This design comes from an exercise in tuning for small area on the open sky130 flow, not from production work. Function was checked by simulation only, so behaviour that the tests miss may differ from the original. Power and IR drop assume default switching activity.

==> flow/design.v <==
`timescale 1ns / 1ps
module helper_bcd_to_7seg(
    input wire [3:0] bcd_in,
    output reg [6:0] seg_out
);
    always @(*) begin
        case (bcd_in)
            4'd0: seg_out = 7'b1000000;
            4'd1: seg_out = 7'b1111001;
            4'd2: seg_out = 7'b0100100;
            4'd3: seg_out = 7'b0110000;
            4'd4: seg_out = 7'b0011001;
            4'd5: seg_out = 7'b0010010;
            4'd6: seg_out = 7'b0000010;
            4'd7: seg_out = 7'b1111000;
            4'd8: seg_out = 7'b0000000;
            4'd9: seg_out = 7'b0010000;
            4'd10: seg_out = 7'b0111111;  
            default: seg_out = 7'b1111111;  
        endcase
    end
endmodule
`timescale 1ns / 1ps
module seven_seg_display(
    input wire [1:0] digit_index,
    input wire [1:0] state,
    input wire neg,
    input wire [19:0] bcd,
    output wire [6:0] seg,
    output reg [3:0] an
);
    reg [3:0] cur;
    always @(*) begin
        case ({state, digit_index})
            4'b00_00: cur = bcd[11:8];
            4'b00_01: cur = bcd[15:12];
            4'b00_10: cur = bcd[19:16];
            4'b01_00: cur = bcd[7:4];
            4'b01_01: cur = bcd[11:8];
            4'b01_10: cur = bcd[15:12];
            4'b10_00: cur = bcd[3:0];
            4'b10_01: cur = bcd[7:4];
            4'b10_10: cur = bcd[11:8];
            default:  cur = neg ? 4'd10 : 4'd15;
        endcase
    end
    helper_bcd_to_7seg d5 (.bcd_in(cur), .seg_out(seg));
    always @(*) begin
        case (digit_index)
            2'd0: an = 4'b1110;
            2'd1: an = 4'b1101;
            2'd2: an = 4'b1011;
            default: an = 4'b0111;
        endcase
    end
endmodule
`timescale 1ns / 1ps
module bin_to_bcd(
    input [7:0] x,
    output h,
    output [3:0] t, u
);
    wire [7:0] m = x[7] ? (~x + 1'b1) : x;
    assign h = (m >= 8'd100);
    wire [6:0] r = h ? m - 8'd100 : m;
    assign t = r / 7'd10;
    assign u = r % 7'd10;
endmodule
`timescale 1ns / 1ps
module serial_parallel_multiplier(
    input clk, rst,
    input start,
    input [7:0] x, y,
    output [19:0] bcd,
    output neg,
    output flag
);
    reg [3:0] cnt;
    reg [7:0] xr;      
    reg [7:0] yr;      
    reg s;             
    reg [16:0] p;      
    wire idle = (cnt == 4'd0) || (cnt == 4'd10);
    wire step = (cnt != 4'd0) && (cnt <= 4'd8);
    assign flag = (cnt == 4'd10);
    wire y7 = s ^ xr[7];
    wire ybit = yr[7] ^ (y7 & (|yr[6:0]));
    wire [3:0] xu, xt;
    wire xh;
    bin_to_bcd conv (.x(xr), .h(xh), .t(xt), .u(xu));
    wire [4:0] v0 = {p[3:0], 1'b0} + (ybit ? xu : 4'd0);
    wire [1:0] c1 = (v0 >= 5'd20) ? 2'd2 : (v0 >= 5'd10) ? 2'd1 : 2'd0;
    wire [3:0] n0 = v0 - (c1 == 2'd2 ? 5'd20 : c1 == 2'd1 ? 5'd10 : 5'd0);
    wire [4:0] v1 = {p[7:4], 1'b0} + (ybit ? xt : 4'd0) + c1;
    wire [1:0] c2 = (v1 >= 5'd20) ? 2'd2 : (v1 >= 5'd10) ? 2'd1 : 2'd0;
    wire [3:0] n1 = v1 - (c2 == 2'd2 ? 5'd20 : c2 == 2'd1 ? 5'd10 : 5'd0);
    wire [4:0] v2 = {p[11:8], 1'b0} + (ybit & xh) + c2;
    wire [1:0] c3 = (v2 >= 5'd20) ? 2'd2 : (v2 >= 5'd10) ? 2'd1 : 2'd0;
    wire [3:0] n2 = v2 - (c3 == 2'd2 ? 5'd20 : c3 == 2'd1 ? 5'd10 : 5'd0);
    wire [4:0] v3 = {p[15:12], 1'b0} + c3;
    wire c4 = (v3 >= 5'd10);
    wire [3:0] n3 = v3 - (c4 ? 5'd10 : 5'd0);
    always @(posedge clk or posedge rst) begin
        if (rst)
            cnt <= 0;
        else if (start && idle)
            cnt <= 1;
        else if (!idle)
            cnt <= cnt + 1'b1;
    end
    always @(posedge clk) begin
        if (start && idle) begin
            xr <= x;
            yr <= y;
            s <= x[7] ^ y[7];
            p <= 17'd0;
        end else if (step) begin
            yr <= {yr[6:0], 1'b0};
            p <= {c4, n3, n2, n1, n0};
        end
    end
    assign bcd = {3'd0, p};
    assign neg = s & (|p);
endmodule
`timescale 1ns / 1ps
module top_control_unit(
    input wire clk,
    input wire reset,
    input wire btnL,
    input wire btnR,
    input wire btnC,
    input wire [7:0] multiplicand,
    input wire [7:0] multiplier,
    output wire [6:0] seg,
    output wire [3:0] an,
    output led
);
    reg [1:0] c4;
    reg [4:0] c25;
    reg [3:0] c11;
    always @(posedge clk or posedge reset) begin
        if (reset) begin
            c4 <= 0;
            c25 <= 0;
            c11 <= 0;
        end else begin
            c4 <= c4 + 1'b1;
            c25 <= (c25 == 5'd24) ? 5'd0 : c25 + 1'b1;
            c11 <= (c11 == 4'd10) ? 4'd0 : c11 + 1'b1;
        end
    end
    wire tick = (c4 == 2'd1) && (c25 == 5'd24);
    wire [1:0] digit_index = c11[1:0] - c4;
    wire left_pressed, right_pressed, start_pressed;
    pushbutton_detector pb_left  (.clk(clk), .reset(reset), .en(tick), .x(btnL), .z(left_pressed));
    pushbutton_detector pb_right (.clk(clk), .reset(reset), .en(tick), .x(btnR), .z(right_pressed));
    pushbutton_detector pb_center(.clk(clk), .reset(reset), .en(tick), .x(btnC), .z(start_pressed));
    wire [19:0] bcd;
    wire neg;
    serial_parallel_multiplier spm (
        .clk(clk), .rst(reset), .start(start_pressed),
        .x(multiplicand), .y(multiplier),
        .bcd(bcd), .neg(neg), .flag(led)
    );
    reg [1:0] state;
    always @(posedge clk or posedge reset) begin
        if (reset)
            state <= 0;
        else if (tick) begin
            case (state)
                2'd0: if (right_pressed) state <= 1;
                2'd1: begin
                    if (right_pressed) state <= 2;
                    else if (left_pressed) state <= 0;
                end
                2'd2: if (left_pressed) state <= 1;
                default: state <= 0;
            endcase
        end
    end
    seven_seg_display display_unit (
        .digit_index(digit_index),
        .state(state),
        .neg(neg),
        .bcd(bcd),
        .seg(seg),
        .an(an)
    );
endmodule
module pushbutton_detector(
    input clk, reset, en, x,
    output reg z
);
    reg q1, q2, q3, meta, sig1, x_prev;
    always @(posedge clk or posedge reset) begin
        if (reset) begin
            q1 <= 0; q2 <= 0; q3 <= 0;
            meta <= 0; sig1 <= 0;
            x_prev <= 0; z <= 0;
        end else if (en) begin
            q1 <= x; q2 <= q1; q3 <= q2;
            meta <= q1 & q2 & q3;
            sig1 <= meta;
            z <= sig1 & ~x_prev;
            x_prev <= sig1;
        end
    end
endmodule
Settings: LEC_CHECK=0, CAP_MARGIN=20, CORE_MARGIN=2, CORE_UTILIZATION=40, SLEW_MARGIN=20; clock period 30.0 ns.
run.sh (not shown) runs the stock make flow with config.mk's settings and CLKGATE_MAP_FILE= SYNTH_SCRIPT=/design/flow/synth_recipe.tcl, a recipe that flattens the netlist after the stock synthesis.
The first run produced a clean layout.
Rerun with:
==> flow/flow/run.sh (new file) <==
#!/bin/bash
# Standard synthesis, then the combinational logic re-mapped for area with
# yosys/abc (registers untouched), then the standard layout with small port
# buffers and a lighter clock tree.
set -euo pipefail
W=$(pwd)
R=$W/orfs/results/sky130hd/top_control_unit/base
LIB=$FLOW_HOME/platforms/sky130hd/lib/sky130_fd_sc_hd__tt_025C_1v80.lib

bash standard.sh $R/1_2_yosys.v > synth.log 2>&1
cp $R/1_2_yosys.v synth_std.v
cp $LIB lib.lib
python3 flow/splitlib.py lib.lib comb.lib seq.lib > splitlib.log 2>&1
yosys -s flow/resyn.ys > resyn.log 2>&1
cp synth_resyn.v $R/1_2_yosys.v
rm -f lib.lib comb.lib seq.lib

bash standard.sh \
  "BUFFER_PORTS_ARGS=-buffer_cell sky130_fd_sc_hd__buf_1" \
  "CTS_ARGS=-sink_clustering_enable -repair_clock_nets -buf_list sky130_fd_sc_hd__clkbuf_8 -dont_use_dummy_load" \
  finish > layout.log 2>&1
==> flow/flow/resyn.abc (new file) <==
strash
dch -f
map -a
strash
dch -f
map -a
strash
dch -f
map -a
topo
==> flow/flow/resyn.ys (new file) <==
# Re-map the combinational logic of the standard synthesis for area.
# Registers are read as black boxes, so they keep their cells and names.
read_liberty -lib seq.lib
read_liberty -ignore_miss_func comb.lib
read_verilog -defer synth_std.v
hierarchy -top top_control_unit
flatten
delete t:$scopeinfo
opt_clean
tee -o stat_before.txt stat
abc -liberty lib.lib -dont_use *probe* -dont_use *lpflow* -dont_use *clkbuf* -dont_use *clkinv* -dont_use *dly* -script flow/resyn.abc
opt_clean -purge
hilomap -singleton -hicell sky130_fd_sc_hd__conb_1 HI -locell sky130_fd_sc_hd__conb_1 LO
splitnets
opt_clean -purge
tee -o stat_after.txt stat -liberty lib.lib
write_verilog -noattr -nohex -nodec synth_resyn.v
==> flow/flow/splitlib.py (new file) <==
import re,sys
src=open(sys.argv[1]).read()
# find cell groups by brace matching
out_comb=[];out_seq=[]
i=0
m=re.search(r'\n\s*cell\s*\(',src)
header=src[:m.start()]
pos=m.start()
cells=[]
while True:
    m=re.compile(r'\n\s*cell\s*\(\s*"?([\w]+)"?\s*\)\s*\{').search(src,pos)
    if not m: break
    j=m.end(); depth=1
    while depth:
        c=src[j]
        if c=='{': depth+=1
        elif c=='}': depth-=1
        j+=1
    body=src[m.start():j]
    seq=bool(re.search(r'\n\s*(ff|latch|statetable|ff_bank)\s*\(',body))
    cells.append((m.group(1),seq,body))
    pos=j
tail='\n}\n'
open(sys.argv[2],'w').write(header+''.join(b for n,s,b in cells if not s)+tail)
open(sys.argv[3],'w').write(header+''.join(b for n,s,b in cells if s)+tail)
print(len(cells), sum(s for n,s,b in cells))
==> flow/standard.sh (new file) <==
#!/bin/bash
# synth_recipe.tcl (not shown) runs the flow's synth.tcl, then flattens the netlist and writes it again
# the make line also repeats each setting of config.mk as NAME=value (left out here)
make -C /OpenROAD-flow-scripts/flow DESIGN_CONFIG=/design/flow/config.mk WORK_HOME=/design/flow/orfs CLKGATE_MAP_FILE= SYNTH_SCRIPT=/design/flow/synth_recipe.tcl "${@:-finish}"
- ABC_AREA: default -> 1
removed: flow/run.sh
Worst setup slack improved by 1.8 ns.
Hold slack is worse by 0.011 ns.
Clock power falls by well over a third.
Non-clock buffer count falls by 2.
Final area falls by a quarter to a third.
Synthesized cell count went down by roughly a tenth.
Total power goes down by about a fifth.
Via count falls by about a fifth.
Critical path depth went down by 28.
Clock-buffer cell count fell by 2.
Routed wire length shrinks by a quarter to a third.
Rerun with:
==> flow/flow/run.sh (replaced) <==
#!/bin/bash
bash standard.sh > standard.log 2>&1
- CTS_BUF_LIST: default -> sky130_fd_sc_hd__clkbuf_8
removed: flow/flow/resyn.abc
removed: flow/flow/resyn.ys
removed: flow/flow/splitlib.py
- worst hold slack gets better by 0.017 ns
- via count went up by roughly a tenth
- first-iteration DRC count shrinks by a quarter to a third
- setup slack gets worse by 0.49 ns
Rerun with:
==> flow/run.sh (new file) <==
#!/bin/bash
# synth_recipe.tcl (not shown) runs the flow's synth.tcl, then flattens the netlist and writes it again
# the make line also repeats each setting of config.mk as NAME=value (left out here)
make -C /OpenROAD-flow-scripts/flow DESIGN_CONFIG=/design/flow/config.mk WORK_HOME=/design/flow/orfs CLKGATE_MAP_FILE= SYNTH_SCRIPT=/design/flow/synth_recipe.tcl finish
removed: flow/flow/run.sh
removed: flow/standard.sh
Result: The changed run passed the timing, design-rule and antenna checks. Setup slack stays the same. Clock power stays flat. Sequential power stays flat. Total power stays the same. Non-clock buffer count stays the same. Cell count is unchanged. Clock-buffer cell count is unchanged.

afterwards: timing with drivers on the ports:
The flow's constraints put no driver on any port. The routed layouts listed below were extracted and timed again, unchanged, in two steps.
Step 1 (the two cells are an assumption about what drives the block):
set clk [get_ports {clk}]
set_driving_cell -lib_cell sky130_fd_sc_hd__clkbuf_16 $clk
set_driving_cell -lib_cell sky130_fd_sc_hd__buf_2 [delete_from_list [all_inputs] $clk]
Step 2 also shifts input and output timing later by t, the mid clock arrival at the registers, as if the neighbouring blocks saw the same clock.
Slacks: ideal / step 1 / step 2; pairs: ideal / step 1.
run | shift t [ns] | setup slack, ns | hold WS [ns] | worst setup path at the end
the first run | 0.362 | 19.220 / 19.220 / 19.220 | 0.454 / 0.454 / 0.454 | register to register
the second run | 0.364 | 20.991 / 20.957 / 21.016 | 0.443 / 0.443 / 0.443 | register to register
the third run | 0.382 | 20.501 / 20.470 / 20.851 | 0.459 / 0.459 / 0.459 | register to output
the fourth run | 0.382 | 20.501 / 20.470 / 20.851 | 0.459 / 0.459 / 0.459 | register to output
After both steps setup and hold are still met in every run listed.
